From an optimization exercise on the open Yosys and OpenROAD flow, aimed at small area; shortcuts taken in it are not production practice.
Only simulation tests tie the RTL to the original design; equivalence was not proved.
Power and IR drop assume default switching activity.

### design.v
module ALU #(parameter w = 8) (
    clk, rst, CE, IN_valid, MODE, CMD, OPA, OPB, Cin,
    ERR, RES, OF, COUT, G, L, E);
    input clk;
    input rst;
    input CE;
    input [1:0] IN_valid;
    input MODE;
    input [3:0] CMD;
    input [7:0] OPA;
    input [7:0] OPB;
    input Cin;
    output reg ERR;
    output reg OF;
    output reg COUT;
    output reg G;
    output reg L;
    output reg E;
    output reg [16:0] RES;
wire sgn_in = (CMD[3:2] == 2'b11) | (CMD[1:0] == 2'b11);   
wire [7:0] ca = {OPA[7] ^ sgn_in, OPA[6:0]};
wire [7:0] cb = {OPB[7] ^ sgn_in, OPB[6:0]};
wire [1:0] cmp_code = (ca == cb) ? 2'b11 : (ca < cb) ? 2'b01 : 2'b10;
wire [2:0] rot_amt = CMD[0] ? (3'd0 - OPB[2:0]) : OPB[2:0];
wire [7:0] rot_hot = 8'd1 << rot_amt;
reg need_a, need_b, bad;
reg rows_i, aq1_i, aq2_i, ci_i;
reg [3:0] s_i;
reg sela, selb, invb, rot;
reg [7:0] ka, kb;
always @(*) begin
    need_a = 1'b1; need_b = 1'b1; bad = 1'b0;
    rows_i = 1'b0; aq1_i = 1'b0; aq2_i = 1'b0; ci_i = 1'b0; s_i = 4'b0000;
    sela = 1'b1; selb = 1'b1; invb = 1'b0; rot = 1'b0; ka = 8'h00; kb = 8'h00;
    if (MODE) begin
        case (CMD)
            4'b0000: rows_i = 1'b1;
            4'b0001: begin rows_i = 1'b1; ci_i = 1'b1; s_i = 4'b1000; invb = 1'b1; end
            4'b0010: begin rows_i = 1'b1; ci_i = Cin; end
            4'b0011: begin rows_i = 1'b1; ci_i = ~Cin; invb = 1'b1;
                           s_i = {3'b100, Cin & (&OPB)}; end
            4'b0100: begin rows_i = 1'b1; ci_i = 1'b1; selb = 1'b0; need_b = 1'b0; end
            4'b0101: begin rows_i = 1'b1; s_i = 4'b1000; selb = 1'b0; kb = 8'hFF;
                           need_b = 1'b0; end
            4'b0110: begin rows_i = 1'b1; ci_i = 1'b1; sela = 1'b0; need_a = 1'b0; end
            4'b0111: begin rows_i = 1'b1; s_i = 4'b1000; sela = 1'b0; ka = 8'hFF;
                           need_a = 1'b0; end
            4'b1000: begin rows_i = 1'b1; s_i = {2'b01, cmp_code}; sela = 1'b0;
                           selb = 1'b0; end
            4'b1001: begin rows_i = 1'b1; aq1_i = 1'b1; ci_i = 1'b1; end
            4'b1010: aq2_i = 1'b1;
            4'b1011: begin rows_i = 1'b1; s_i = {2'b01, cmp_code}; end
            4'b1100: begin rows_i = 1'b1; ci_i = 1'b1; s_i = {2'b01, cmp_code};
                           invb = 1'b1; end
            default: bad = 1'b1;
        endcase
    end else begin
        case (CMD)
            4'b0000: s_i = 4'b1000;
            4'b0001: s_i = 4'b0111;
            4'b0010: s_i = 4'b1110;
            4'b0011: s_i = 4'b0001;
            4'b0100: s_i = 4'b0110;
            4'b0101: s_i = 4'b1001;
            4'b0110: begin s_i = 4'b0011; need_b = 1'b0; end
            4'b0111: begin s_i = 4'b0101; need_a = 1'b0; end
            4'b1000: begin aq1_i = 1'b1; s_i = 4'b0001; selb = 1'b0; kb = 8'h80;
                           need_b = 1'b0; end
            4'b1001: begin aq1_i = 1'b1; s_i = 4'b0110; selb = 1'b0; kb = 8'h02;
                           need_b = 1'b0; end
            4'b1010: begin aq1_i = 1'b1; s_i = 4'b0001; sela = 1'b0; ka = 8'h80;
                           need_a = 1'b0; end
            4'b1011: begin aq1_i = 1'b1; s_i = 4'b0110; sela = 1'b0; ka = 8'h02;
                           need_a = 1'b0; end
            4'b1100, 4'b1101: begin
                           aq1_i = 1'b1; s_i = 4'b0011; selb = 1'b0; rot = 1'b1;
                           bad = |OPB[7:4]; end
            default: bad = 1'b1;
        endcase
    end
end
wire err_in = bad | (need_a & ~IN_valid[0]) | (need_b & ~IN_valid[1]);
wire mul_in = MODE & (CMD == 4'b1001 || CMD == 4'b1010);
wire [7:0] a_in = err_in ? 8'h00 : ({8{sela}} & OPA) | ka;
wire [7:0] b_in = ({8{selb}} & (OPB ^ {8{invb}})) | kb | ({8{rot}} & rot_hot);
wire [7:0] code_in = err_in ? {2'b00, mul_in, 1'b0, mul_in, 3'b000} :
                     {rows_i, aq1_i, aq2_i, ci_i, s_i};
reg [7:0] A, B;
reg rows, aq1, aq2, ci;
reg [3:0] s;
always @(posedge clk) begin
    if (CE) begin
        A <= a_in;
        B <= b_in;
    end
end
always @(posedge clk or posedge rst) begin
    if (rst)
        {rows, aq1, aq2, ci, s} <= 8'h00;
    else if (CE)
        {rows, aq1, aq2, ci, s} <= code_in;
end
wire [8:0] Aq = ({9{aq1}} & {1'b0, A}) | ({9{aq2}} & {A, 1'b0});
wire [7:0] X = {8{rows}} & A;
wire [7:0] Y = {8{rows}} & B;
wire [7:0] pp [0:8];
wire [7:0] ppn [0:8];
genvar gi;
generate for (gi = 0; gi < 9; gi = gi + 1) begin : g_pp
    assign pp[gi] = {8{Aq[gi]}} & B;
    assign ppn[gi] = ~({8{Aq[gi]}} & B);
end endgenerate
wire [7:0] Xn = ~X;
wire [7:0] Yn = ~Y;
wire cin = ~ci;
wire [16:0] P;
wire s1;
wire c2;
alu_xn us1 (ppn[0][7], ppn[1][6], s1);
alu_or uc2 (ppn[0][7], ppn[1][6], c2);
wire s3;
wire c4;
alu_xn us3 (ppn[0][4], ppn[1][3], s3);
alu_or uc4 (ppn[0][4], ppn[1][3], c4);
wire s5;
wire c6;
alu_fa us5 (ppn[0][5], ppn[1][4], ppn[2][3], s5, c6);
wire s7;
wire c8;
alu_xn us7 (ppn[3][2], ppn[4][1], s7);
alu_or uc8 (ppn[3][2], ppn[4][1], c8);
wire s9;
wire c10;
alu_fa us9 (ppn[0][6], ppn[1][5], ppn[2][4], s9, c10);
wire s11;
wire c12;
alu_fa us11 (ppn[3][3], ppn[4][2], ppn[5][1], s11, c12);
wire s13;
wire c14;
alu_xn us13 (ppn[6][0], Xn[6], s13);
alu_or uc14 (ppn[6][0], Xn[6], c14);
wire s15;
wire c16;
alu_fa us15 (ppn[2][5], ppn[3][4], ppn[4][3], s15, c16);
wire s17;
wire c18;
alu_fa us17 (ppn[5][2], ppn[6][1], ppn[7][0], s17, c18);
wire s19;
wire c20;
alu_fa us19 (Xn[7], Yn[7], s1, s19, c20);
wire s21;
wire c22;
alu_fa us21 (ppn[1][7], ppn[2][6], ppn[3][5], s21, c22);
wire s23;
wire c24;
alu_fa us23 (ppn[4][4], ppn[5][3], ppn[6][2], s23, c24);
wire s25;
wire c26;
alu_fa us25 (ppn[7][1], ppn[8][0], c2, s25, c26);
wire s27;
wire c28;
alu_fa us27 (ppn[2][7], ppn[3][6], ppn[4][5], s27, c28);
wire s29;
wire c30;
alu_fa us29 (ppn[5][4], ppn[6][3], ppn[7][2], s29, c30);
wire s31;
wire c32;
alu_fa us31 (ppn[3][7], ppn[4][6], ppn[5][5], s31, c32);
wire s33;
wire c34;
alu_xn us33 (ppn[0][2], ppn[1][1], s33);
alu_or uc34 (ppn[0][2], ppn[1][1], c34);
wire s35;
wire c36;
alu_fa us35 (ppn[0][3], ppn[1][2], ppn[2][1], s35, c36);
wire s37;
wire c38;
alu_xn us37 (ppn[3][0], Xn[3], s37);
alu_or uc38 (ppn[3][0], Xn[3], c38);
wire s39;
wire c40;
alu_fa us39 (ppn[2][2], ppn[3][1], ppn[4][0], s39, c40);
wire s41;
wire c42;
alu_fa us41 (Xn[4], Yn[4], s3, s41, c42);
wire s43;
wire c44;
alu_fa us43 (ppn[5][0], Xn[5], Yn[5], s43, c44);
wire s45;
wire c46;
alu_fa us45 (s5, s7, c4, s45, c46);
wire s47;
wire c48;
alu_fa us47 (Yn[6], s9, s11, s47, c48);
wire s49;
wire c50;
alu_fa us49 (s13, c6, c8, s49, c50);
wire s51;
wire c52;
alu_fa us51 (s15, s17, s19, s51, c52);
wire s53;
wire c54;
alu_fa us53 (c10, c12, c14, s53, c54);
wire s55;
wire c56;
alu_fa us55 (s21, s23, s25, s55, c56);
wire s57;
wire c58;
alu_fa us57 (c16, c18, c20, s57, c58);
wire s59;
wire c60;
alu_fa us59 (ppn[8][1], s27, s29, s59, c60);
wire s61;
wire c62;
alu_fa us61 (c22, c24, c26, s61, c62);
wire s63;
wire c64;
alu_fa us63 (ppn[6][4], ppn[7][3], ppn[8][2], s63, c64);
wire s65;
wire c66;
alu_fa us65 (s31, c28, c30, s65, c66);
wire s67;
wire c68;
alu_fa us67 (ppn[4][7], ppn[5][6], ppn[6][5], s67, c68);
wire s69;
wire c70;
alu_fa us69 (ppn[7][4], ppn[8][3], c32, s69, c70);
wire s71;
wire c72;
alu_fa us71 (ppn[5][7], ppn[6][6], ppn[7][5], s71, c72);
wire s73;
wire c74;
alu_xn us73 (ppn[0][0], Xn[0], s73);
alu_or uc74 (ppn[0][0], Xn[0], c74);
wire s75;
wire c76;
alu_fa us75 (ppn[0][1], ppn[1][0], Xn[1], s75, c76);
wire s77;
wire c78;
alu_fa us77 (ppn[2][0], Xn[2], Yn[2], s77, c78);
wire s79;
wire c80;
alu_fa us79 (Yn[3], s35, s37, s79, c80);
wire s81;
wire c82;
alu_fa us81 (s39, s41, c36, s81, c82);
wire s83;
wire c84;
alu_fa us83 (s43, s45, c40, s83, c84);
wire s85;
wire c86;
alu_fa us85 (s47, s49, c44, s85, c86);
wire s87;
wire c88;
alu_fa us87 (s51, s53, c48, s87, c88);
wire s89;
wire c90;
alu_fa us89 (s55, s57, c52, s89, c90);
wire s91;
wire c92;
alu_fa us91 (s59, s61, c56, s91, c92);
wire s93;
wire c94;
alu_fa us93 (s63, s65, c60, s93, c94);
wire s95;
wire c96;
alu_fa us95 (s67, s69, c64, s95, c96);
wire s97;
wire c98;
alu_fa us97 (ppn[8][4], s71, c68, s97, c98);
wire s99;
wire c100;
alu_fa us99 (ppn[6][7], ppn[7][6], ppn[8][5], s99, c100);
wire s101;
wire c102;
alu_xn us101 (Yn[0], cin, s101);
alu_or uc102 (Yn[0], cin, c102);
wire s103;
wire c104;
alu_fa us103 (Yn[1], s75, c74, s103, c104);
wire s105;
wire c106;
alu_fa us105 (s33, s77, c76, s105, c106);
wire s107;
wire c108;
alu_fa us107 (c34, s79, c78, s107, c108);
wire s109;
wire c110;
alu_fa us109 (c38, s81, c80, s109, c110);
wire s111;
wire c112;
alu_fa us111 (c42, s83, c82, s111, c112);
wire s113;
wire c114;
alu_fa us113 (c46, s85, c84, s113, c114);
wire s115;
wire c116;
alu_fa us115 (c50, s87, c86, s115, c116);
wire s117;
wire c118;
alu_fa us117 (c54, s89, c88, s117, c118);
wire s119;
wire c120;
alu_fa us119 (c58, s91, c90, s119, c120);
wire s121;
wire c122;
alu_fa us121 (c62, s93, c92, s121, c122);
wire s123;
wire c124;
alu_fa us123 (c66, s95, c94, s123, c124);
wire s125;
wire c126;
alu_fa us125 (c70, s97, c96, s125, c126);
wire s127;
wire c128;
alu_fa us127 (c72, s99, c98, s127, c128);
wire s129;
wire c130;
alu_fa us129 (ppn[7][7], ppn[8][6], c100, s129, c130);
wire s131;
wire g132;
alu_xr us131 (s73, s101, s131);
alu_nr ug132 (s73, s101, g132);
wire s133;
wire c134;
wire p135;
wire g136;
alu_xr up135 (s103, c102, p135);
alu_nr ug136 (s103, c102, g136);
alu_aoi uc134 (p135, g132, g136, c134);
alu_xr us133 (p135, g132, s133);
wire s137;
wire c138;
wire p139;
wire g140;
alu_xn up139 (s105, c104, p139);
alu_or ug140 (s105, c104, g140);
alu_oai uc138 (p139, c134, g140, c138);
alu_xr us137 (p139, c134, s137);
wire s141;
wire c142;
wire p143;
wire g144;
alu_xr up143 (s107, c106, p143);
alu_nr ug144 (s107, c106, g144);
alu_aoi uc142 (p143, c138, g144, c142);
alu_xr us141 (p143, c138, s141);
wire s145;
wire c146;
wire p147;
wire g148;
alu_xn up147 (s109, c108, p147);
alu_or ug148 (s109, c108, g148);
alu_oai uc146 (p147, c142, g148, c146);
alu_xr us145 (p147, c142, s145);
wire s149;
wire c150;
wire p151;
wire g152;
alu_xr up151 (s111, c110, p151);
alu_nr ug152 (s111, c110, g152);
alu_aoi uc150 (p151, c146, g152, c150);
alu_xr us149 (p151, c146, s149);
wire s153;
wire c154;
wire p155;
wire g156;
alu_xn up155 (s113, c112, p155);
alu_or ug156 (s113, c112, g156);
alu_oai uc154 (p155, c150, g156, c154);
alu_xr us153 (p155, c150, s153);
wire s157;
wire c158;
wire p159;
wire g160;
alu_xr up159 (s115, c114, p159);
alu_nr ug160 (s115, c114, g160);
alu_aoi uc158 (p159, c154, g160, c158);
alu_xr us157 (p159, c154, s157);
wire s161;
wire c162;
wire p163;
wire g164;
alu_xn up163 (s117, c116, p163);
alu_or ug164 (s117, c116, g164);
alu_oai uc162 (p163, c158, g164, c162);
alu_xr us161 (p163, c158, s161);
wire s165;
wire c166;
wire p167;
wire g168;
alu_xr up167 (s119, c118, p167);
alu_nr ug168 (s119, c118, g168);
alu_aoi uc166 (p167, c162, g168, c166);
alu_xr us165 (p167, c162, s165);
wire s169;
wire c170;
wire p171;
wire g172;
alu_xn up171 (s121, c120, p171);
alu_or ug172 (s121, c120, g172);
alu_oai uc170 (p171, c166, g172, c170);
alu_xr us169 (p171, c166, s169);
wire s173;
wire c174;
wire p175;
wire g176;
alu_xr up175 (s123, c122, p175);
alu_nr ug176 (s123, c122, g176);
alu_aoi uc174 (p175, c170, g176, c174);
alu_xr us173 (p175, c170, s173);
wire s177;
wire c178;
wire p179;
wire g180;
alu_xn up179 (s125, c124, p179);
alu_or ug180 (s125, c124, g180);
alu_oai uc178 (p179, c174, g180, c178);
alu_xr us177 (p179, c174, s177);
wire s181;
wire c182;
wire p183;
wire g184;
alu_xr up183 (s127, c126, p183);
alu_nr ug184 (s127, c126, g184);
alu_aoi uc182 (p183, c178, g184, c182);
alu_xr us181 (p183, c178, s181);
wire s185;
wire c186;
wire p187;
wire g188;
alu_xn up187 (s129, c128, p187);
alu_or ug188 (s129, c128, g188);
alu_oai uc186 (p187, c182, g188, c186);
alu_xr us185 (p187, c182, s185);
wire s189;
wire c190;
wire p191;
wire g192;
alu_xr up191 (ppn[8][7], c130, p191);
alu_nr ug192 (ppn[8][7], c130, g192);
alu_aoi uc190 (p191, c186, g192, c190);
alu_xr us189 (p191, c186, s189);
wire s193;
assign s193 = ~c190;
assign P = {s193, s189, s185, s181, s177, s173, s169, s165, s161, s157, s153, s149, s145, s141, s137, s133, s131};
wire arith = rows & ~aq1;
wire shrot = aq1 & ~rows;
wire lgc   = ~rows & ~aq1 & ~aq2;
wire mulop = aq2 | (rows & aq1);
wire lo_en = arith | (shrot & s[1]);
wire hi_en = shrot & s[0];
wire en8   = arith | (shrot & s[2]);
wire [3:0] tt = {4{lgc}} & s;
wire inv16 = lgc & s[0];
wire k8 = arith & (s[3] | (s[2] & (A[7] ^ B[7])));
wire U  = arith & (k8 ? ~P[8] : (s[2] & A[7]));
reg [7:0] lo;
integer i;
always @(*)
    for (i = 0; i < 8; i = i + 1)
        lo[i] = (lo_en & P[i]) | (hi_en & P[i+8]) | tt[{A[i], B[i]}];
wire r8 = (en8 & P[8]) ^ k8;
wire [16:0] R = {U | inv16, {7{U}}, r8, lo};
wire cout_n = arith & ~s[3] & ~s[2] & P[8];
wire of_n = arith & ((s[3] & ~s[0] & ~P[8]) |
                     (s[2] & (A[7] == B[7]) & (P[7] != A[7])));
wire cmp = arith & s[2];
wire e_n = cmp & s[1] & s[0];
wire l_n = cmp & ~s[1] & s[0];
wire g_n = cmp & s[1] & ~s[0];
wire err_n = (lgc & (s == 4'b0000)) | (aq2 & s[3]);
reg [16:0] RES_m;
always @(posedge clk or posedge rst) begin
    if (rst) begin
        RES <= 0; RES_m <= 0;
        COUT <= 0; OF <= 0; G <= 0; L <= 0; E <= 0; ERR <= 0;
    end else if (CE) begin
        if (mulop) begin
            RES_m <= P;
            RES <= RES_m;
        end else
            RES <= R;
        COUT <= cout_n;
        OF <= of_n;
        G <= g_n;
        L <= l_n;
        E <= e_n;
        ERR <= err_n;
    end
end
endmodule
module alu_fa (a, b, c, s, co);
    input a, b, c;
    output s, co;
    assign s = a ^ b ^ c;
    assign co = (a & b) | (a & c) | (b & c);
endmodule
module alu_ha (a, b, s, co);
    input a, b;
    output s, co;
    assign s = a ^ b;
    assign co = a & b;
endmodule
module alu_nd (a, b, y);
    input a, b;
    output y;
    assign y = ~(a & b);
endmodule
module alu_xn (a, b, y);
    input a, b;
    output y;
    assign y = ~(a ^ b);
endmodule
module alu_xr (a, b, y);
    input a, b;
    output y;
    assign y = a ^ b;
endmodule
module alu_anb (a, bn, y);
    input a, bn;
    output y;
    assign y = a & ~bn;
endmodule
module alu_nr (a, b, y);
    input a, b;
    output y;
    assign y = ~(a | b);
endmodule
module alu_or (a, b, y);
    input a, b;
    output y;
    assign y = a | b;
endmodule
module alu_onb (a, bn, y);
    input a, bn;
    output y;
    assign y = a | ~bn;
endmodule
module alu_aoi (p, c, g, y);
    input p, c, g;
    output y;
    assign y = ~((p & c) | g);
endmodule
module alu_oai (pn, cn, gn, y);
    input pn, cn, gn;
    output y;
    assign y = ~((pn | cn) & gn);
endmodule
### run.sh
#!/bin/bash
# synth_recipe.tcl (not shown) runs the flow's synth.tcl, then flattens the netlist and writes it again
# the make line also repeats each setting of config.mk as NAME=value (left out here)
make -C /OpenROAD-flow-scripts/flow DESIGN_CONFIG=/design/flow/config.mk WORK_HOME=/design/flow/orfs CLKGATE_MAP_FILE= SYNTH_SCRIPT=/design/flow/synth_recipe.tcl finish
### config.mk
export PLATFORM = sky130hd
export DESIGN_NAME = ALU
export DESIGN_NICKNAME = ALU
export VERILOG_FILES = /design/flow/design.v
export SDC_FILE = /design/flow/constraint.sdc
export NUM_CORES = 4
export LEC_CHECK = 0
export CAP_MARGIN = 20
export CORE_MARGIN = 2
export CORE_UTILIZATION = 60
export CTS_BUF_LIST = sky130_fd_sc_hd__clkbuf_4 sky130_fd_sc_hd__clkbuf_8
export SLEW_MARGIN = 20
export SYNTH_HIERARCHICAL = 1
### constraint.sdc
create_clock -name core_clock -period 6.0 [get_ports {clk}]
set_input_delay 1.2000 -clock core_clock [delete_from_list [all_inputs] [get_ports {clk}]]
set_output_delay 1.2000 -clock core_clock [all_outputs]
set_load 0.01 [all_outputs]
==> results of run 1 <==
placed cells by master, fill, tap and decap left out, types with 8 or more instances in the layout:
cell type	instances
dfrtp_1	47
edfxtp_1	16
a21oi_2	8
clkbuf_8	10
fa_1	57
o211ai_1	11
o22ai_1	12
ha_1	9
a22o_1	8
xor2_1	27
a21oi_1	33
clkdlybuf4s50_1	49
inv_1	17
a221o_1	8
nand2_1	156
a22oi_1	11
mux4_2	8
o21ai_0	21
or2_1	15
nor2_1	38
xnor2_1	24
buf_4	19
worst min-delay path: cells and delay by family, from the launching register on:
kind | cells | cell delay (ns)
flops | 1 | 0.34
simple gates | 2 | 0.11
cell families (layout without fill, tap and decap cells):
| group | after synthesis | after routing |
|---|---|---|
| adder cells (fa/ha/maj) | 66 | 66 |
| flip-flops | 64 | 64 |
| XOR/XNOR | 51 | 51 |
| multiplexers | 9 | 9 |
| AND/OR/NAND/NOR | 261 | 261 |
| AO/OA/AOI/OAI | 161 | 161 |
| buffers and inverters | 67 | 104 |
layout make-up:
cell class | count | area [um^2]
sequential | 64 | 1683
timing repair buffer | 69 | 653.1
multi-input combinational | 548 | 4177
clock inverter | 6 | 42.54
clock buffer | 10 | 137.6
inverter | 19 | 71.32
tap | 133 | 166.4
fill | 822 | 2889
flip-flops by register name, summed over array words and instances (netlist names):
name   cells
RES       17
RES_m     17
A          8
B          8
s          4
COUT       1
E          1
ERR        1
G          1
L          1
OF         1
aq1        1
aq2        1
ci         1
rows       1
routing by layer:
metal  vias to the layer above  routed length [um]  share of wire, %  GRT usage (%)
li1                       2424                   -                 -              -
met1                      2545                6260                39          37.06
met2                       258                8129                50          51.67
met3                        52                1192               7.4          5.989
met4                         0                 608               3.8          14.57
met5                         -                   0                 0              0
modules after synthesis (local to each module, per instance):
| module | cells | flops+latches | area, um^2 |
|---|---|---|---|
| alu_fa | 1 | 0 | 20.02 |
| alu_or | 1 | 0 | 6.256 |
| alu_xr | 1 | 0 | 8.758 |
| alu_aoi | 1 | 0 | 8.758 |
| alu_oai | 1 | 0 | 5.005 |
| ALU | 544 | 64 | 4398 |
| alu_xn | 1 | 0 | 8.758 |
| alu_nr | 1 | 0 | 3.754 |
per-stage QoR:
stage / util [%] / cells
floorplan: - / 679
global placement: 68.40 / 832
detailed placement: 68.40 / 832
CTS: 70.23 / 848
global route: 70.58 / 849
finish: 70.58 / 849
path summary, 6_finish.rpt:
kind,startpoint,endpoint,slack [ns],depth (start not counted)
min in group asynchronous,rst,RES[15],1.11,2
max in group asynchronous,rst,aq2,4.38,3
min,RES_m[4],RES_m[4],0.48,2
min reg2reg,RES_m[4],RES_m[4],0.48,2
max,aq2,RES[7],0.36,22
max reg2reg,aq2,RES[7],0.36,22
power by group through the flow:
stage	registers, mW	logic [mW]	clock network (mW)
after CTS	0.578	0.450	0.346
after floorplan	0.565	0.306	0
after detailed placement	0.587	0.448	0
after global routing	0.590	0.501	0.367
after global placement	0.585	0.432	0
final	0.580	0.453	0.343
what timing repair did:
action / 4_1_cts / 5_1_grt
setup buffers: 0 / 0
setup endpoints to repair: 0 / 2
hold endpoints to repair: 0 / 0
hold buffers: 0 / 0
resized for setup: 0 / 3
==> results.toml, run 1 <==
[clock_tree]
cts_buffer_depth = 2
htree_num_levels = 3
clkSinkCount = 64
cts_buffers = 9
tritoncts = "built"
clk_pin_slew_ns = 0.07
cts_root_buf = "clkbuf_8"
clk_latency_ns = 0.36

[die]
initial_core_util_pct = 62.26
rows = 36
design.portCount = 50
die_w_um = 104.9
core_um2 = 9819
fp.dieH_um = 104.9
dieArea_um2 = 11010

[logic_synthesis]
ys_warn_count = 7
yosys.area.top_type_share_pct = 19.65
synth-seq-cells = 64
muxShareOfSynthArea_pct = 3.131
synth_xor_area_share_pct = 7.307
synth_nets = 772
ys_seq_area_share_pct = 27.51
syn_avg_cell_area_um2 = 9.003
yosysMostFrequentCell = "nand2_1"
synth_top_family_by_area = "adder cells"
synth_common_cells = "156 x nand2_1, 57 x fa_1, 48 x dfrtp_1"
yosys.area.top_type = "dfrtp_1"
synth_compound_area_share_pct = 18.19
synthCells = 679
synth_edf_count = 16
ys.flop_type = "dfrtp_1"
ys_types = 62
netlist_area_um2 = 6113
synth_fa_ha_area_share_pct = 20.51
synthSimpleGateAreaFrac_pct = 18.97
async_reset_ff_share_pct = 75.00
yosys-top-cells-area = "dfrtp_1 20%, fa_1 19%, nand2_1 9.6%"

[routing]
post-route-drc-count = 0
drtIter0Drc = 362
drtPass1Iterations = 5
viasPerCell = 6.218
ant_nets = 0
drt_wl_total_um = 16190
wl_per_cell_um = 19.07
via_count = 5279

[timing]
whs_ns = 0.4793
hold_violations = 0
fin_crit_ns = 5.636
skew_ns = 0.007446
finalMaxSlewViolations = 0
finalSetupViolCount = 0
rsz0062_at_grt = "no"
worst_pin_slew_ns = 1.081
timing.final.ws_setup_ns = 0.3637
period_share_pct = 93.94
tns_ns = 0
max-slew-margin-rel_pct = 27.27
fmax_ghz = 0.1774

[power]
pwr-share-clk_pct = 24.9
seqPwrFrac_pct = 42.1
peakVddDrop_v = 0.0001023
switchingPower_mw = 0.5039
power.total_mw = 1.376
power.leakage_nw = 2.320
comb_power_share_pct = 32.9
power.density_nw_per_um2 = 198.6
p_int_mw = 0.8725
switching_share_pct = 36.61

[cells_and_area]
area_delta_synth_final_pct = 13.36
num_antenna_cells = 0
num-nets-final = 804
final_cell_area_um2 = 6930
drive_above_1_share_pct = 9.218

[global_route]
overflow = 0
grt_pass1_wl_um = 26090
track_usage_pct = 30.37
grt_pass1_vias = 5297
grt_max_degree = 49
antenna_found_initial = 0

[placement]
postPlaceCellArea_um2 = 6716
place_congestion = 0.9742
dp.final_hpwl_um = 12500
placement.io_buffers = 49
dp_slack_ns = 0.2240

[run_status]
status = "finished clean"

[setup_path]
worstSetupEndpointType = "flip-flop"
worstPathArrival_ns = 5.92
path_class = "flip-flop to flip-flop"
slowest_stage = "fa_1"
worst-path-buf-inv = 0
crit_required_ns = 6.28
path_cells = "a22o_1 > nand2_1 > fa_1 > fa_1 > fa_1 > fa_1 > xor2_1 > a21oi_2 > o21ai_1 > a21oi_2 > o21ai_2 > a21oi_2 > o21ai_2 > a21oi_2 > o21ai_1 > a21oi_2 > o21ai_1 > xor2_1 > a22oi_1 > o211ai_1 > a21oi_1 > nor2_1"
max_stage_delay_ns = 0.58
worst_setup_path_start_kind = "flip-flop"
critical_path.most_common_cell = "a21oi_2"
crit_fanout = 12
path_delay_family = "compound AO/OA/AOI/OAI gates"

[flow_run]
maxCapViolations = 0

[worst_hold_path]
hp-class = "flip-flop to flip-flop"
==> run 2: changes to the inputs <==
--- a/design.v
+++ b/design.v
@@ -460,5 +460,7 @@
 always @(*)
     for (i = 0; i < 8; i = i + 1)
-        lo[i] = (lo_en & P[i]) | (hi_en & P[i+8]) | tt[{A[i], B[i]}];
+        lo[i] = (lo_en & P[i]) | (hi_en & P[i+8]) |
+                (tt[3] & A[i] & B[i]) | (tt[2] & A[i] & ~B[i]) |
+                (tt[1] & ~A[i] & B[i]) | (tt[0] & ~A[i] & ~B[i]);
 wire r8 = (en8 & P[8]) ^ k8;
 wire [16:0] R = {U | inv16, {7{U}}, r8, lo};
==> run 2 against run 1 <==
Against the previous run: clock skew up 0.0023 ns; clock power up 22%; critical path type unchanged; largest power group unchanged; sequential cell count unchanged.
==> results.toml, run 2 <==
[run_status]
status = "finished clean"

[logic_synthesis]
yosysMostFrequentCell = "nand2_1"
ys_types = 61
synth_nets = 778
netlist_area_um2 = 6127
yosys.area.top_type_share_pct = 19.60
ys_seq_area_share_pct = 27.45
yosys-top-cells-area = "dfrtp_1 20%, fa_1 19%, nand2_1 10%"
synth_edf_count = 16
ys_warn_count = 7
ys.flop_type = "dfrtp_1"
synthCells = 685
synth_common_cells = "168 x nand2_1, 57 x fa_1, 48 x dfrtp_1"
async_reset_ff_share_pct = 75.00
yosys.area.top_type = "dfrtp_1"
synth-seq-cells = 64
syn_avg_cell_area_um2 = 8.945

[routing]
drtPass1Iterations = 5
post-route-drc-count = 0
drt_wl_total_um = 16090
drtIter0Drc = 330
viasPerCell = 6.229
wl_per_cell_um = 18.69
via_count = 5363
ant_nets = 0

[cells_and_area]
final_common_cell = "nand2_1"
num-nets-final = 816
final_core_util_pct = 71.21
fillCellCount = 795
top_regs = "RES: 17 flops, RES_m: 17 flops"
drive_above_1_share_pct = 9.341
instances_no_fill = 861
area_delta_synth_final_pct = 14.64
num_antenna_cells = 0
most-common-layout-cells = "168 x nand2_1, 57 x fa_1, 48 x clkdlybuf4s50_1, 47 x dfrtp_1, 38 x a21oi_1"

[timing]
tns_ns = 0
skew_ns = 0.009737
finalSetupViolCount = 0
period_share_pct = 93.14
hold_violations = 0
finalMaxSlewViolations = 0
worst_pin_slew_ns = 0.9540
fin_crit_ns = 5.588
fmax_ghz = 0.1790
max-slew-margin-rel_pct = 36.20
rsz0062_at_grt = "no"

[global_route]
grt_pass1_vias = 5344
overflow = 0
antenna_found_initial = 0
grt_pass1_wl_um = 26850
grt_max_degree = 51
track_usage_pct = 31.02

[power]
power.leakage_nw = 2.389
peakVddDrop_v = 0.0001377
power.density_nw_per_um2 = 202.0

[setup_path]
worstSetupEndpointType = "flip-flop"
crit_required_ns = 6.21
worstPathArrival_ns = 5.79
path_class = "flip-flop to flip-flop"
crit_fanout = 7
worst_setup_path_start_kind = "flip-flop"

[die]
fp.dieH_um = 105.1
core_um2 = 9864
initial_core_util_pct = 62.11
die_w_um = 105.1
design.portCount = 50
rows = 36
dieArea_um2 = 11040

[flow_run]
maxCapViolations = 0

[placement]
place_congestion = 0.9529
placement.io_buffers = 49
dp.final_hpwl_um = 12560
dp.cells = 845

[clock_tree]
hold_buffers = 0
htree_num_levels = 3
cts_buffer_depth = 2
cts_root_buf = "clkbuf_8"
cts_buffers = 9
clkSinkCount = 64
clk_pin_slew_ns = 0.07
clk_latency_ns = 0.35
tritoncts = "built"

[worst_hold_path]
hp-class = "flip-flop to flip-flop"
run 2: cell count changes after synthesis, moves of 4 or more:
cell / before / now
o21ai_0: 21 / 10
a21oi_1: 33 / 38
o211ai_1: 11 / 5
nor4_1: 6 / 1
a211oi_1: 6 / 11
nand2_1: 156 / 168
a22oi_1: 11 / 5
nor3_1: 5 / 9
nand3_1: 5 / 10
run 2: power breakdown:
part	internal (mW)	switching, mW	total (mW)	leakage, nW
Clock	0.238	0.179	0.417	0.115
Combinational	0.186	0.254	0.439	1.48
Sequential	0.507	0.0550	0.562	0.797
Total	0.931	0.488	1.42	2.39
run 2: cell type report:
class / count / area, um^2 / area share [%]
Multi-Input combinational cell: 555 / 4215 / 60.01
Timing Repair Buffer: 71 / 650.6 / 9.263
Sequential cell: 64 / 1683 / 23.96
Clock buffer: 9 / 123.9 / 1.763
Tap cell: 133 / 166.4 / 2.369
Inverter: 22 / 83.83 / 1.193
Clock inverter: 7 / 101.3 / 1.443
run 2: critical path: stages, from the launching register on:
cell and delay, ns:
edfxtp_1 0.45, a22o_1 0.28, buf_4 0.17, nand2_1 0.10, xnor2_1 0.14, fa_1 0.45
fa_1 0.48, fa_1 0.53, fa_1 0.59, xor2_2 0.23, a21oi_2 0.11, o21ai_2 0.20
a21oi_2 0.09, o21ai_2 0.19, a21oi_2 0.09, o21ai_1 0.24, a21oi_2 0.10, o21ai_1 0.26
xor2_1 0.15, a22oi_1 0.19, nor2_1 0.07, a211oi_1 0.22, o221ai_1 0.12
run 2: through the flow:
stage / hold WS, ns / total power [mW] / cell area [um^2] / setup WS [ns]
floorplan: 0.4469 / 0.8426 / 6127 / 0.2425
global placement: 0.4607 / 0.9851 / 6766 / 0.3484
detailed placement: 0.4639 / 1.001 / 6766 / 0.2042
CTS: 0.4804 / 1.413 / 6992 / 0.1923
global route: 0.5029 / 1.492 / 7024 / 0.01292
finish: 0.4810 / 1.419 / 7024 / 0.4119
run 2: what timing repair did:
| action | CTS | global route |
|---|---|---|
| setup endpoints to repair | 0 | 3 |
| buffers inserted | 0 | 0 |
| gates resized for setup | 0 | 7 |
run 2: cells by family (layout without fill, tap and decap cells):
logic type / count (synthesis) / in the layout / synth area share, %
AO/OA/AOI/OAI: 154 / 154 / 17.85
XOR/XNOR: 50 / 50 / 7.147
adder cells (fa/ha/maj): 66 / 66 / 20.46
buffers and inverters: 66 / 109 / 4.248
flip-flops: 64 / 64 / 27.45
multiplexers: 8 / 8 / 2.941
AND/OR/NAND/NOR: 277 / 277 / 19.91
run 2: routing by layer:
metal  GRT usage, %  routed length, um  vias up
met1          40.13               6447     2586
li1               -                  -     2457
met3          6.987               1344       44
met2          51.53               7872      276
met5              0                  0        -
met4          10.86                425        0
run 2: worst paths after layout:
path	start	end	slack (ns)	cells past startpoint
worst max-delay path	A[1]	RES[7]	0.41	22
worst min-delay path	RES_m[1]	RES_m[1]	0.48	2
worst max register to register	A[1]	RES[7]	0.41	22
worst min register to register	RES_m[1]	RES_m[1]	0.48	2
max in group asynchronous	rst	aq1	4.13	2
min in group asynchronous	rst	RES_m[11]	1.31	2
run 2: modules after synthesis, one instance, submodules excluded:
module	flops+latches	area, um^2	cells	times used
alu_fa	0	20.02	1	57
alu_or	0	6.256	1	15
alu_xn	0	8.758	1	15
alu_aoi	0	8.758	1	8
alu_nr	0	3.754	1	9
alu_xr	0	8.758	1	24
alu_oai	0	5.005	1	7
ALU	64	4412	550	1
==> run 3: changes to the inputs <==
--- a/design.v
+++ b/design.v
@@ -460,7 +460,5 @@
 always @(*)
     for (i = 0; i < 8; i = i + 1)
-        lo[i] = (lo_en & P[i]) | (hi_en & P[i+8]) |
-                (tt[3] & A[i] & B[i]) | (tt[2] & A[i] & ~B[i]) |
-                (tt[1] & ~A[i] & B[i]) | (tt[0] & ~A[i] & ~B[i]);
+        lo[i] = (lo_en & P[i]) | (hi_en & P[i+8]) | tt[{A[i], B[i]}];
 wire r8 = (en8 & P[8]) ^ k8;
 wire [16:0] R = {U | inv16, {7{U}}, r8, lo};
==> flow/run.sh (new file) <==
#!/bin/bash
# Layout flow: the standard layout (standard.sh, all ORFS steps from
# synthesis to finish) with one change: the buffers that the flow puts on
# every input and output port are buf_1 cells, not the resizer's default
# choice. The full output of the run goes to standard.log in this folder;
# ORFS keeps each step's own log under orfs/logs/.
set -euo pipefail
bash standard.sh "BUFFER_PORTS_ARGS=-buffer_cell sky130_fd_sc_hd__buf_1" finish > standard.log 2>&1
==> standard.sh (new file) <==
#!/bin/bash
# synth_recipe.tcl (not shown) runs the flow's synth.tcl, then flattens the netlist and writes it again
# the make line also repeats each setting of config.mk as NAME=value (left out here)
make -C /OpenROAD-flow-scripts/flow DESIGN_CONFIG=/design/flow/config.mk WORK_HOME=/design/flow/orfs CLKGATE_MAP_FILE= SYNTH_SCRIPT=/design/flow/synth_recipe.tcl "${@:-finish}"
removed: run.sh
==> run 3 against run 2 <==
Against the previous run: still clean; maximum frequency down 0.90%; die area fell by 0.22%; cell area decreased by 4.3%; critical path type unchanged.
==> results.toml, run 3 <==
[routing]
drtPass1Iterations = 5
ant_nets = 0
via_count = 5257
drtIter0Drc = 414
wl_per_cell_um = 18.96
drt_wl_total_um = 16150
viasPerCell = 6.170
post-route-drc-count = 0

[cells_and_area]
fillCellCount = 819
num_antenna_cells = 0
most-common-layout-cells = "156 x nand2_1, 57 x fa_1, 48 x buf_1, 47 x dfrtp_1, 38 x nor2_1"
instances_no_fill = 852
final_core_util_pct = 68.45
final_cell_area_um2 = 6721
area_delta_synth_final_pct = 9.947
num-nets-final = 807
top_regs = "RES: 17 flops, RES_m: 17 flops"
final_common_cell = "nand2_1"
drive_above_1_share_pct = 10.01

[setup_path]
path_cells = "a22o_1 > nand2_1 > fa_1 > fa_1 > fa_1 > fa_1 > xor2_2 > a21oi_2 > o21ai_1 > a21oi_2 > o21ai_1 > a21oi_2 > o21ai_2 > a21oi_2 > o21ai_1 > a21oi_2 > o21ai_1 > xor2_1 > a22oi_1 > o211ai_1 > a21oi_1 > nor2_1"
crit_fanout = 12
crit_required_ns = 6.28
critPathLaunch = "aq2"
critical_path.most_common_cell = "a21oi_2"
max_stage_delay_ns = 0.59
crit_end = "RES[7]"
slowest_stage = "fa_1"
worst_setup_path_start_kind = "flip-flop"
rr_endpoint = "RES[7]"
r2r_setup_slack_ns = 0.36
path_class = "flip-flop to flip-flop"
r2r-start = "aq2"
r2r_cells = 22
worstSetupEndpointType = "flip-flop"
worstPathArrival_ns = 5.92

[clock_tree]
clkSinkCount = 64
tritoncts = "built"
cts_buffers = 9
clk_latency_ns = 0.35
cts_root_buf = "clkbuf_8"
cts_buffer_depth = 2
htree_num_levels = 3
clk_pin_slew_ns = 0.07

[global_route]
track_usage_pct = 30.83
grt_pass1_vias = 5235
antenna_found_initial = 0
grt_pass1_wl_um = 26660
grt_max_degree = 49
overflow = 0

[timing]
period_share_pct = 93.98
finalSetupViolCount = 0
whs_ns = 0.4829
max-slew-margin-rel_pct = 18.51
fmax_ghz = 0.1773
worst_pin_slew_ns = 1.213
tns_ns = 0
fin_crit_ns = 5.639
hold_violations = 0
finalMaxSlewViolations = 0
skew_ns = 0.01177

[logic_synthesis]
synth_nets = 772
ys_types = 62
syn_avg_cell_area_um2 = 9.003
ys_seq_area_share_pct = 27.51
async_reset_ff_share_pct = 75.00
ys.flop_type = "dfrtp_1"
yosys.area.top_type = "dfrtp_1"
yosys-top-cells-area = "dfrtp_1 20%, fa_1 19%, nand2_1 9.6%"
synth-seq-cells = 64
netlist_area_um2 = 6113
synth_edf_count = 16
synthCells = 679
yosys.area.top_type_share_pct = 19.65
synth_common_cells = "156 x nand2_1, 57 x fa_1, 48 x dfrtp_1"
yosysMostFrequentCell = "nand2_1"
ys_warn_count = 7

[die]
design.portCount = 50
rows = 36
initial_core_util_pct = 62.26
dieArea_um2 = 11010
fp.dieH_um = 104.9
core_um2 = 9819
die_w_um = 104.9

[placement]
dp.cells = 830
postPlaceCellArea_um2 = 6396
placement.io_buffers = 49
dp.final_hpwl_um = 12150
place_congestion = 0.9368

[power]
peakVddDrop_v = 0.0001381
power.density_nw_per_um2 = 220.4
power.leakage_nw = 2.240

[flow_run]
maxCapViolations = 0

[run_status]
status = "finished clean"

[worst_hold_path]
hp-class = "flip-flop to flip-flop"
[run 3: cell types whose count changed after synthesis, moves of 4 or more]
cell and delta:
nand2_1 -12, o21ai_0 +11, a22oi_1 +6, o211ai_1 +6, a211oi_1 -5, a21oi_1 -5
nand3_1 -5, nor4_1 +5, nor3_1 -4
[run 3: routing by layer]
metal	wire length (um)	global-route usage [%]	share of wire, %
met5	0	0	0
met4	624	14.00	3.9
met3	1062	4.616	6.6
met2	7898	50.79	49
met1	6568	40.35	41
[run 3: through the flow]
stage / power [mW] / setup WS, ns
2_1_floorplan: 0.8712 / 0.4144
3_3_place_gp: 0.9827 / 0.3880
3_5_place_dp: 0.9992 / 0.1912
4_1_cts: 1.472 / 0.1598
5_1_grt: 1.557 / -0.008156
6_report: 1.481 / 0.3611
[run 3: logic make-up after synthesis]
group	share of synthesized area, %
XOR/XNOR	7.307
buffers and inverters	4.380
flip-flops	27.51
adder cells (fa/ha/maj)	20.51
AND/OR/NAND/NOR	18.97
multiplexers	3.131
AO/OA/AOI/OAI	18.20
[run 3: final cells by class]
type                            count  area (um^2)  share of cell area, %
Inverter                           19        72.57                  1.080
Clock buffer                       11        151.4                  2.252
Clock inverter                      5        102.6                  1.526
Sequential cell                    64         1683                  25.04
Multi-Input combinational cell    548         4188                  62.30
Timing Repair Buffer               72        357.8                  5.324
Tap cell                          133        166.4                  2.476
[run 3: timing repair]
action / 4_1_cts / 5_1_grt
gates resized for setup: 0 / 6
setup buffers: 0 / 6
endpoints found under the setup margin: 0 / 3
hold buffers: 0 / 0
[run 3: critical path, delay by kind of cell, from the launching register on]
family	cells	cell delay [ns]
AOI/OAI and AO/OA	14	2.32
xor gates and xnor gates	2	0.42
adders and majority gates	4	2.08
DFF	1	0.50
and+or+nand+nor	2	0.23
[run 3: worst min path at each step]
| stage | from | endpoint | slack, ns | cells after the start |
|---|---|---|---|---|
| 2_1_floorplan | RES_m[0] | RES_m[0] | 0.45 | 2 |
| 3_3_place_gp | RES_m[7] | RES_m[7] | 0.46 | 2 |
| 3_5_place_dp | RES_m[9] | RES_m[9] | 0.46 | 2 |
| 4_1_cts | RES_m[14] | RES_m[14] | 0.48 | 2 |
| 5_1_grt | RES_m[14] | RES_m[14] | 0.50 | 2 |
| 6_report | RES_m[5] | RES_m[5] | 0.48 | 2 |
[run 3: power by group]
part / internal (mW) / total [mW] / switching, mW
registers: 0.518 / 0.584 / 0.0656
logic: 0.164 / 0.420 / 0.256
clock network: 0.298 / 0.478 / 0.180
total: 0.980 / 1.48 / 0.501
[run 3: Yosys stat by module, one instance, submodules excluded]
module	flip-flops and latches	copies in the design	area (um^2)	cells inside
ALU	64	1	4398	544
alu_aoi	0	8	8.758	1
alu_fa	0	57	20.02	1
alu_nr	0	9	3.754	1
alu_oai	0	7	5.005	1
alu_or	0	15	6.256	1
alu_xn	0	15	8.758	1
alu_xr	0	24	8.758	1
==> run 4: changes to the inputs <==
==> flow/run.sh (replaced) <==
#!/bin/bash
# Layout flow: the standard layout (standard.sh: ORFS from synthesis to
# finish) with these changes:
#  - synthesis maps the logic with an area-oriented ABC script (deepsyn, then
#    area mapping) instead of ORFS's delay-oriented one. Only the final abc
#    call of ORFS's synthesis is changed: its -script argument is replaced.
#    Everything else, registers included, is the standard synthesis
#    (synth_recipe.tcl).
#  - the buffers that the flow puts on every input and output port are buf_1
#    cells, not the resizer's default choice;
#  - clock tree synthesis adds no dummy loads to balance the tree.
# The full output of the run goes to standard.log in this folder; ORFS keeps
# each step's own log under orfs/logs/.
set -euo pipefail
W=$(pwd)
printf '%s\n' '&get -n' '&st' '&deepsyn -T 10' '&put' 'dch' 'map -a' 'topo' 'stime -c' > "$W/abc_area_deep.script"
cat > "$W/own_synth.tcl" <<EOT
proc abc {args} {
  set i [lsearch -exact \$args -script]
  if {\$i >= 0} { lset args [expr {\$i + 1}] {$W/abc_area_deep.script} }
  yosys abc {*}\$args
}
source {$W/synth_recipe.tcl}
EOT
bash standard.sh \
  "SYNTH_SCRIPT=$W/own_synth.tcl" \
  "BUFFER_PORTS_ARGS=-buffer_cell sky130_fd_sc_hd__buf_1" \
  "CTS_ARGS=-sink_clustering_enable -repair_clock_nets -buf_list {sky130_fd_sc_hd__clkbuf_4 sky130_fd_sc_hd__clkbuf_8} -dont_use_dummy_load" \
  finish > standard.log 2>&1
--- a/config.mk
+++ b/config.mk
@@ -10,4 +10,5 @@
 export CORE_UTILIZATION = 60
 export CTS_BUF_LIST = sky130_fd_sc_hd__clkbuf_4 sky130_fd_sc_hd__clkbuf_8
+export GPL_TIMING_DRIVEN = 0
 export SLEW_MARGIN = 20
 export SYNTH_HIERARCHICAL = 1
==> run 4 against run 3 <==
Against the previous run: largest power group is now combinational cells; clock skew increased by 0.014 ns; wire length down 4.2%; still clean on timing, DRC and antenna; count of clock-buffer cells in the layout decreased by 2; cell area down 5.6%; maximum frequency is 1.9% lower; sequential cell count is the same; largest cell class unchanged; cell count up 0.12%; critical endpoint unchanged; non-clock buffer count is 10 lower; clock power decreased by 43%.
==> results.toml, run 4 <==
[run_status]
status = "finished clean"

[timing]
skew_ns = 0.02532
finalMaxSlewViolations = 0
max-slew-margin-rel_pct = 45.65
timing.final.ws_setup_ns = 0.2492
whs_ns = 0.4788
hold_violations = 0
fmax_ghz = 0.1739
worst_pin_slew_ns = 0.8152
fin_crit_ns = 5.751
period_share_pct = 95.85
finalSetupViolCount = 0
tns_ns = 0

[worst_hold_path]
hp-class = "flip-flop to flip-flop"
hp-start = "RES_m[14]"

[global_route]
antenna_found_initial = 0
grt_max_degree = 37
grt_pass1_wl_um = 24610
grt_pass1_vias = 5056
track_usage_pct = 31.35
overflow = 0

[logic_synthesis]
yosys-top-cells-area = "dfrtp_1 21%, fa_1 20%, nand2_1 9.9%"
ys_seq_area_share_pct = 29.89
yosys.area.top_type = "dfrtp_1"
synthCells = 671
ys_types = 32
netlist_area_um2 = 5627
synth_edf_count = 16
syn_avg_cell_area_um2 = 8.385
synth-seq-cells = 64
ys_warn_count = 7
async_reset_ff_share_pct = 75.00
synth_nets = 764
yosys.area.top_type_share_pct = 21.35
synth_common_cells = "148 x nand2_1, 76 x nor2_1, 64 x clkinv_1"
yosysMostFrequentCell = "nand2_1"
ys.flop_type = "dfrtp_1"

[die]
die_w_um = 100.8
dieArea_um2 = 10170
rows = 35
core_um2 = 9153
initial_core_util_pct = 61.48
fp.dieH_um = 100.8
design.portCount = 50

[flow_run]
maxCapViolations = 0

[clock_tree]
tritoncts = "built"
cts_root_buf = "clkbuf_8"
clk_latency_ns = 0.34
cts_buffer_depth = 2
cts_buffers = 9
clkSinkCount = 64
clk_pin_slew_ns = 0.07
htree_num_levels = 3

[routing]
dr_wl_met3_um = 1337
top_layer_used = "met4"
met2_length_um = 7245
drtIter0Drc = 329
viasPerCell = 6.216
drtPass1Iterations = 5
wl_met1_um = 6356
wl_per_cell_um = 18.14
ant_nets = 0
drt_wl_total_um = 15470
via_count = 5302
post-route-drc-count = 0

[cells_and_area]
multiInputGateArea_um2 = 3839
instances_no_fill = 853
num_antenna_cells = 0
drive_above_1_share_pct = 8.491
top_regs = "RES: 17 flops, RES_m: 17 flops"
fillCellCount = 761
regArea_um2 = 1683
num-nets-final = 837
final_core_util_pct = 69.30
most-common-layout-cells = "148 x nand2_1, 74 x nor2_1, 59 x clkinv_1, 57 x fa_1, 50 x a21oi_1"
area_delta_synth_final_pct = 12.72
final_cell_area_um2 = 6342
final_common_cell = "nand2_1"

[setup_path]
crit_fanout = 4
worst_setup_path_start_kind = "flip-flop"
path_class = "flip-flop to flip-flop"
worstPathArrival_ns = 5.98
r2r-start = "A[3]"
crit_required_ns = 6.23
worstSetupEndpointType = "flip-flop"
critPathLaunch = "A[3]"

[placement]
postPlaceCellArea_um2 = 5996
dp.cells = 832
placement.io_buffers = 49
dp_slack_ns = -0.9190
dp.final_hpwl_um = 11680
place_congestion = 0.9804

[power]
peakVddDrop_v = 0.0001488
power.leakage_nw = 2.163
power.total_mw = 1.878
power.density_nw_per_um2 = 296.1
## run 4: cell types whose count changed after synthesis, moves of 12 or more
| cell | before | now |
|---|---|---|
| a21oi_1 | 33 | 53 |
| clkbuf_1 | 37 | 0 |
| clkinv_1 | 1 | 64 |
| inv_1 | 18 | 0 |
| nand3_1 | 5 | 19 |
| nor2_1 | 38 | 76 |
| o21ai_0 | 21 | 39 |
| or2_1 | 15 | 0 |
| or2_2 | 4 | 16 |
## run 4: power by group
part	internal [mW]	leakage, nW	switching [mW]
Clock	0.133	0.0647	0.138
Combinational	0.350	1.35	0.617
Sequential	0.551	0.747	0.0892
Total	1.03	2.16	0.844
## run 4: path summary, 6_finish.rpt
check,to,slack (ns),depth (start not counted)
setup / recovery,RES[7],0.25,22
hold / removal,RES_m[14],0.48,2
setup reg to reg,RES[7],0.25,22
hold reg to reg,RES_m[14],0.48,2
max in group asynchronous,aq1,4.72,3
min in group asynchronous,RES[11],0.79,2
## run 4: kinds of logic after synthesis
kind of cell    Yosys count  synth area share, %
simple gates            275                19.97
flops                    64                29.89
buf+inv                  64                4.270
fa+ha+maj                66                22.28
mux                       1               0.1779
compound gates          161                17.19
xor+xnor                 40                6.226
## run 4: critical path, stage by stage, from the launching register on
cell and delay [ns]:
edfxtp_1 0.46, clkinv_1 0.25, o22ai_4 0.30, nand2_1 0.12
fa_1 0.58, fa_1 0.46, fa_1 0.59, fa_1 0.48
xnor2_2 0.22, o21ai_2 0.10, a21oi_2 0.21, o21ai_2 0.13
a21oi_2 0.20, o21ai_1 0.13, a21oi_1 0.24, o21ai_2 0.09
a21oi_1 0.21, o21ai_1 0.14, xor2_1 0.18, clkinv_1 0.12
o22ai_1 0.10, a211oi_1 0.26, nor2_1 0.06
## run 4: modules after synthesis (local to each module, per instance), a selection
module,times used,cells,flip-flops and latches,cell area (um^2)
ALU,1,536,64,3941
alu_fa,57,1,0,20.02
alu_nr,9,1,0,3.754
alu_oai,7,1,0,5.005
alu_or,15,1,0,6.256
alu_xn,15,1,0,8.758
## run 4: layout make-up
class	instances	share of cell area (%)
sequential	64	26.53
timing repair buffer	62	4.853
clock buffer	9	1.953
inverter	64	3.946
multi-input combinational	543	60.52
tap	111	2.190
## run 4: timing repair
item                                    CTS  global route
pin swaps                                 2             4
hold buffers                              0             0
endpoints found under the hold margin     0             0
buffers inserted                          5             7
endpoints found under the setup margin   10             8
gates resized for setup                  16            15
## run 4: per-layer routing
layer  vias to the layer above  GRT usage [%]
met4                         0          12.64
li1                       2434              -
met3                        50          8.252
met2                       289          50.00
met1                      2529          40.91
met5                         -              0
==> run 5: changes to the inputs <==
--- a/config.mk
+++ b/config.mk
@@ -10,5 +10,4 @@
 export CORE_UTILIZATION = 60
 export CTS_BUF_LIST = sky130_fd_sc_hd__clkbuf_4 sky130_fd_sc_hd__clkbuf_8
-export GPL_TIMING_DRIVEN = 0
 export SLEW_MARGIN = 20
 export SYNTH_HIERARCHICAL = 1
==> run 5 against run 4 <==
Against the previous run: global-route usage is 1.8 points higher; core utilization is 0.096 points higher; clock power hardly changed; sequential power is 3% lower; critical path type unchanged; critical endpoint is now RES[6]; largest power group unchanged; highest routed layer unchanged.
==> results.toml, run 5 <==
[setup_path]
slowest_stage = "fa_1"
critical_path.most_common_cell = "a21oi_1"
worst-path-buf-inv = 1
worstSetupEndpointType = "flip-flop"
path_class = "flip-flop to flip-flop"
r2r-start = "aq2"
worstPathArrival_ns = 5.91
r2r_setup_slack_ns = 0.35
path_delay_family = "compound AO/OA/AOI/OAI gates"
crit_fanout = 6
rr_endpoint = "RES[6]"
crit_required_ns = 6.26
r2r_cells = 22
worst_setup_path_start_kind = "flip-flop"
path_cells = "clkinvlp_4 > o22ai_2 > nand2_1 > fa_1 > fa_1 > fa_1 > fa_1 > xor2_1 > a21oi_1 > o21ai_1 > a21oi_1 > o21ai_1 > a21oi_1 > o21ai_1 > a21oi_2 > o21ai_1 > a21oi_1 > xor2_1 > a31oi_1 > o21ai_0 > a21oi_1 > nor2_1"
max_stage_delay_ns = 0.58

[placement]
dp.final_hpwl_um = 12730
placement.io_buffers = 49
place_congestion = 1.069
postPlaceCellArea_um2 = 6193

[logic_synthesis]
yosys.area.top_type = "dfrtp_1"
yosysMostFrequentCell = "nand2_1"
synth_common_cells = "148 x nand2_1, 76 x nor2_1, 64 x clkinv_1"
ys_types = 32
yosys.area.top_type_share_pct = 21.35
syn_avg_cell_area_um2 = 8.385
ys_warn_count = 7
ys.flop_type = "dfrtp_1"
synth_nets = 764
netlist_area_um2 = 5627
synth-seq-cells = 64
yosys-top-cells-area = "dfrtp_1 21%, fa_1 20%, nand2_1 9.9%"
async_reset_ff_share_pct = 75.00
synth_edf_count = 16
synthCells = 671
ys_seq_area_share_pct = 29.89

[power]
power.leakage_nw = 2.213
peakVddDrop_v = 0.0001723
power.total_mw = 1.875
power.density_nw_per_um2 = 295.2

[cells_and_area]
regArea_um2 = 1682
area_delta_synth_final_pct = 12.88
drive_above_1_share_pct = 8.827
multiInputGateArea_um2 = 3752
fillCellCount = 738
most-common-layout-cells = "148 x nand2_1, 74 x nor2_1, 61 x clkinv_1, 57 x fa_1, 52 x a21oi_1"
final_common_cell = "nand2_1"
top_regs = "RES: 17 flops, RES_m: 17 flops"
final_cell_area_um2 = 6351
num_antenna_cells = 0
num-nets-final = 854

[die]
dieArea_um2 = 10170
design.portCount = 50
initial_core_util_pct = 61.48
core_um2 = 9153
fp.dieH_um = 100.8
die_w_um = 100.8
rows = 35

[global_route]
grt_pass1_wl_um = 26100
track_usage_pct = 33.11
antenna_found_initial = 0
grt_pass1_vias = 5319
grt_max_degree = 49
overflow = 0

[clock_tree]
clk_pin_slew_ns = 0.06
htree_num_levels = 3
cts_buffers = 9
clk_latency_ns = 0.34
tritoncts = "built"
cts_setup_buffers = 0
cts_buffer_depth = 2
cts_root_buf = "clkbuf_8"
clkSinkCount = 64

[routing]
wl_per_cell_um = 18.06
ant_nets = 0
drtPass1Iterations = 5
via_count = 5302
drtIter0Drc = 321
post-route-drc-count = 0
drt_wl_total_um = 15710
viasPerCell = 6.094

[timing]
finalMaxSlewViolations = 0
max-slew-margin-rel_pct = 34.58
skew_ns = 0.03475
fin_crit_ns = 5.648
finalSetupViolCount = 0
rsz0062_at_grt = "no"
period_share_pct = 94.14
fmax_ghz = 0.1770
hold_violations = 0
worst_pin_slew_ns = 0.9799

[flow_run]
maxCapViolations = 0

[worst_hold_path]
min_to = "E"
hp-start = "E"
hp-class = "flip-flop to flip-flop"
hold_depth = 2

[run_status]
status = "finished clean"
## run 5: area by class of cell
cell class | count | share of cell area [%]
inverters | 64 | 3.861
clock buffers | 9 | 1.950
multi-input cells | 543 | 59.08
flip-flops and latches | 64 | 26.48
repair buffers | 79 | 6.442
well taps | 111 | 2.187
## run 5: power breakdown
part,switching [mW],internal [mW]
Sequential,0.0728,0.551
Clock,0.137,0.133
Combinational,0.621,0.360
Total,0.831,1.04
## run 5: metal layers
layer  GRT usage, %  vias to the layer above  routed length (um)
met1          43.86                     2528                6411
met3          6.449                       50                1236
met4          12.33                        0                 549
li1               -                     2464                   -
met5              0                        -                   0
met2          54.31                      260                7514
## run 5: worst max-delay path by stage
| stage | startpoint | end | slack (ns) | depth (start not counted) |
|---|---|---|---|---|
| floorplan | aq1 | RES[7] | 0.09 | 23 |
| global placement | aq2 | RES[7] | 0.09 | 22 |
| detailed placement | aq2 | RES[7] | -0.10 | 25 |
| CTS | aq2 | RES[7] | 0.04 | 23 |
| global route | aq2 | RES[7] | 0.01 | 25 |
| finish | aq2 | RES[6] | 0.35 | 22 |
## run 5: per-stage QoR
step	cells	utilization [%]	setup WS, ns	hold WS (ns)	setup TNS, ns
global route	870	69.39	0.01380	0.4892	0
CTS	870	69.09	0.03725	0.4835	0
global placement	861	67.67	0.09326	0.4595	0
floorplan	671	-	0.09197	0.4427	0
detailed placement	861	67.67	-0.1028	0.4635	-0.1028
finish	870	69.39	0.3517	0.4787	0
## run 5: Yosys stat by module, one instance, submodules excluded, a selection
module	cells inside	times used	cell area, um^2
alu_aoi	1	8	5.005
alu_xr	1	24	8.758
alu_oai	1	7	5.005
alu_or	1	15	6.256
ALU	536	1	3941
alu_nr	1	9	3.754
## run 5: cell families (layout without fill, tap and decap cells)
group                      after synthesis  after routing  synth area share (%)
AOI/OAI and AO/OA                      161            161                 17.19
adders and majority gates               66             66                 22.28
and+or+nand+nor                        275            275                 19.97
xor gates and xnor gates                40             40                 6.226
DFF                                     64             64                 29.89
muxes                                    1              1                0.1779
buffers and inverters                   64            152                 4.270
## run 5: worst reg2reg max path, cell delays in order, from the launching register on
cell and delay [ns]:
dfrtp_1 0.42, clkinvlp_4 0.21, o22ai_2 0.20, nand2_1 0.11, fa_1 0.51, fa_1 0.58, fa_1 0.45, fa_1 0.50
xor2_1 0.17, a21oi_1 0.22, o21ai_1 0.14, a21oi_1 0.21, o21ai_1 0.13, a21oi_1 0.21, o21ai_1 0.14, a21oi_2 0.19
o21ai_1 0.13, a21oi_1 0.21, xor2_1 0.44, a31oi_1 0.15, o21ai_0 0.10, a21oi_1 0.08, nor2_1 0.09
## run 5: what timing repair did
action | in CTS | in global routing
hold buffers | 0 | 0
endpoints found under the hold margin | 0 | 0
setup endpoints to repair | 1 | 6
pin swaps | 0 | 0
gates resized for setup | 3 | 9
==> run 6: changes to the inputs <==
--- a/design.v
+++ b/design.v
@@ -460,5 +460,7 @@
 always @(*)
     for (i = 0; i < 8; i = i + 1)
-        lo[i] = (lo_en & P[i]) | (hi_en & P[i+8]) | tt[{A[i], B[i]}];
+        lo[i] = (lo_en & P[i]) | (hi_en & P[i+8]) |
+                (tt[3] & A[i] & B[i]) | (tt[2] & A[i] & ~B[i]) |
+                (tt[1] & ~A[i] & B[i]) | (tt[0] & ~A[i] & ~B[i]);
 wire r8 = (en8 & P[8]) ^ k8;
 wire [16:0] R = {U | inv16, {7{U}}, r8, lo};
==> run 6 against run 5 <==
Against the previous run: still clean; synthesized area is 0.20% lower; critical path depth is 2 higher; die area is 0.20% lower; via count is 1.8% lower; first-iteration DRC count is 2.8% lower; synthesized cell count is 1.2% lower; sequential cell count stayed put; cell count is 0.23% lower; combinational power is 47% lower; worst hold slack better by 0.013 ns; clock power hardly changed; non-clock buffer count is 6 higher; critical path type unchanged; largest cell class unchanged.
==> results.toml, run 6 <==
[run_status]
status = "finished clean"

[timing]
fmax_ghz = 0.1753
max-slew-margin-rel_pct = 36.20
timing.final.ws_setup_ns = 0.2968
period_share_pct = 95.05
whs_ns = 0.4921
hold_violations = 0
skew_ns = 0.02728
fin_crit_ns = 5.703
finalMaxSlewViolations = 0
finalSetupViolCount = 0
tns_ns = 0
worst_pin_slew_ns = 0.9557

[logic_synthesis]
ys.flop_type = "dfrtp_1"
yosys.area.top_type = "dfrtp_1"
ys_warn_count = 7
ys_types = 35
synth_compound_area_share_pct = 17.47
syn_avg_cell_area_um2 = 8.470
synthCells = 663
synth_common_cells = "141 x nand2_1, 72 x nor2_1, 66 x clkinv_1"
yosys.area.top_type_share_pct = 21.39
yosysMostFrequentCell = "nand2_1"
synth_xor_area_share_pct = 6.239
muxShareOfSynthArea_pct = 0.1783
async_reset_ff_share_pct = 75.00
synth_nets = 756
synth-seq-cells = 64
ys_seq_area_share_pct = 29.95
synth_top_family_by_area = "adder cells"
synthSimpleGateAreaFrac_pct = 19.43
synth_fa_ha_area_share_pct = 22.33
synth_edf_count = 16
yosys-top-cells-area = "dfrtp_1 21%, fa_1 20%, nand2_1 9.4%"
netlist_area_um2 = 5615

[die]
initial_core_util_pct = 61.35
fp.dieH_um = 100.7
design.portCount = 50
dieArea_um2 = 10150
die_w_um = 100.7
core_um2 = 9153
rows = 35

[flow_run]
maxCapViolations = 0

[routing]
viasPerCell = 5.998
post-route-drc-count = 0
drt_wl_total_um = 15400
ant_nets = 0
via_count = 5206
drtPass1Iterations = 6
wl_per_cell_um = 17.74
drtIter0Drc = 312

[power]
p_int_mw = 0.8593
switchingPower_mw = 0.5280
pwr-share-clk_pct = 19.6
power.density_nw_per_um2 = 218.1
seqPwrFrac_pct = 43.1
power.total_mw = 1.387
power.leakage_nw = 2.115
switching_share_pct = 38.06
peakVddDrop_v = 0.00009813
comb_power_share_pct = 37.3

[setup_path]
path_class = "flip-flop to flip-flop"
path_cells = "clkinv_1 > o22ai_1 > buf_4 > buf_4 > nand2_1 > fa_1 > fa_1 > fa_1 > fa_1 > or2_2 > o21ai_1 > a21oi_2 > o21ai_1 > a21oi_2 > o21ai_1 > a21oi_1 > o21ai_1 > a21oi_1 > o21ai_1 > xor2_1 > a31oi_1 > o21ai_0 > a31oi_1 > nor2_1"
worstSetupEndpointType = "flip-flop"
worst_setup_path_start_kind = "flip-flop"
critical_path.most_common_cell = "o21ai_1"
crit_required_ns = 6.20
slowest_stage = "fa_1"
r2r-start = "aq1"
worstPathArrival_ns = 5.91
max_stage_delay_ns = 0.59
rr_endpoint = "RES[7]"
crit_fanout = 6
r2r_cells = 24
worst-path-buf-inv = 3
r2r_setup_slack_ns = 0.30
path_delay_family = "compound AO/OA/AOI/OAI gates"
critPathLaunch = "aq1"

[global_route]
grt_pass1_wl_um = 24890
grtUsageMet1_pct = 42.31
grt-busiest-layer = "met2"
grt.met3_usage_pct = 6.657
grt_max_degree = 49
track_usage_pct = 32.02
overflow = 0
antenna_found_initial = 0
grt_pass1_vias = 5133
grt.met2_usage_pct = 52.26

[clock_tree]
clk_latency_ns = 0.35
clkSinkCount = 64
cts_buffer_depth = 2
cts_setup_buffers = 0
cts_root_buf = "clkbuf_8"
cts_buffers = 9
htree_num_levels = 3
tritoncts = "built"
clk_pin_slew_ns = 0.08
hold_buffers = 0

[cells_and_area]
drive_above_1_share_pct = 9.115
multiInputGateArea_um2 = 3715
final_common_cell = "nand2_1"
num_antenna_cells = 0
area_delta_synth_final_pct = 13.28
top_regs = "RES: 17 flops, RES_m: 17 flops"
most-common-layout-cells = "141 x nand2_1, 71 x nor2_1, 65 x clkinv_1, 57 x fa_1, 56 x a21oi_1"
num-nets-final = 852
fillCellCount = 755
regArea_um2 = 1682

[placement]
placement.io_buffers = 49
dp_slack_ns = -0.06067
dp.final_hpwl_um = 12440
place_congestion = 0.9796

[worst_hold_path]
hold_depth = 2
min_to = "RES_m[14]"
hp-class = "flip-flop to flip-flop"
hp-start = "RES_m[14]"
[run 6: area by class of cell]
cell class	count	area share [%]
multi-input cells	533	58.40
flip-flops and latches	64	26.44
well taps	111	2.183
inverters	66	3.895
clock buffers	9	1.947
repair buffers	85	7.140
[run 6: kinds of logic after synthesis]
group,count (synthesis)
muxes,1
AOI/OAI and AO/OA,162
buffers and inverters,66
and+or+nand+nor,264
DFF,64
xor gates and xnor gates,40
adders and majority gates,66
[run 6: timing repair]
| item | CTS | global route |
|---|---|---|
| endpoints found under the setup margin | 1 | 6 |
| hold endpoints to repair | 0 | 0 |
| gates resized for setup | 1 | 9 |
[run 6: power groups by stage]
stage / registers, mW / clock network [mW] / logic [mW]
2_1_floorplan: 0.604 / 0 / 0.327
3_3_place_gp: 0.601 / 0 / 0.493
3_5_place_dp: 0.605 / 0 / 0.507
4_1_cts: 0.597 / 0.278 / 0.510
5_1_grt: 0.607 / 0.295 / 0.580
6_report: 0.598 / 0.272 / 0.517
[run 6: per-module statistics from Yosys (local to each module, per instance)]
module / flip-flops and latches / cell area, um^2 / cells
ALU: 64 / 3930 / 528
alu_aoi: 0 / 5.005 / 1
alu_fa: 0 / 20.02 / 1
alu_nr: 0 / 3.754 / 1
alu_oai: 0 / 5.005 / 1
alu_or: 0 / 6.256 / 1
alu_xn: 0 / 8.758 / 1
alu_xr: 0 / 8.758 / 1
[run 6: layer usage]
metal  wire, um  vias to the layer above
met5          0                        -
met4        500                        0
met3       1046                       44
met2       7440                      239
met1       6413                     2462
li1           -                     2461
[run 6: worst max-delay path by stage]
stage / endpoint / slack (ns) / depth (start not counted)
floorplan: RES[7] / 0.001 / 23
global placement: RES[7] / 0.12 / 25
detailed placement: RES[7] / -0.06 / 24
CTS: RES[7] / 0.03 / 24
global route: RES[7] / -0.03 / 24
finish: RES[7] / 0.30 / 24
[run 6: per-stage QoR]
step / area (um^2) / util (%) / std cells
after floorplan: 5622 / - / 663
after global placement: 6217 / 67.93 / 859
after detailed placement: 6217 / 67.93 / 859
after CTS: 6341 / 69.28 / 868
after global routing: 6361 / 69.50 / 868
final: 6361 / 69.50 / 868
[run 6: worst reg2reg max path: cells and delay by family (launching register included)]
family                   cells  cell delay [ns]
AO/OA/AOI/OAI               13             2.21
buffers and inverters        3             0.48
XOR/XNOR                     1             0.13
adder cells (fa/ha/maj)      4             2.01
AND/OR/NAND/NOR              3             0.40
flip-flops                   1             0.35

[what the ideal ports hide]
The flow's constraints put no driver on any port. The routed layouts listed below were extracted and timed again, unchanged, in two steps.
Step 1, drivers: a clkbuf_16 drives clk and a buf_2 each remaining input, both assumed.
Step 2, shift: input delay + t, output delay - t, t = (earliest + latest rising clock arrival at the registers) / 2. This alone moves slack from input paths to output paths.
a / b / c = ideal ports / drivers / drivers and shift; a / b = the first two.
run	t, ns	setup WS [ns]	hold slack, ns	clock arrival spread, ns
run 1	0.390	0.364 / 0.364 / 0.364	0.479 / 0.479 / 0.479	0.007 / 0.007
run 2	0.378	0.412 / 0.412 / 0.412	0.481 / 0.481 / 0.481	0.009 / 0.010
run 3	0.380	0.361 / 0.361 / 0.361	0.483 / 0.483 / 0.483	0.013 / 0.013
run 4	0.360	0.249 / 0.249 / 0.249	0.479 / 0.479 / 0.479	0.025 / 0.025
run 5	0.357	0.352 / 0.352 / 0.352	0.479 / 0.479 / 0.479	0.035 / 0.034
run 6	0.367	0.297 / 0.297 / 0.297	0.492 / 0.492 / 0.492	0.028 / 0.028
After both steps setup and hold are still met in every run listed.
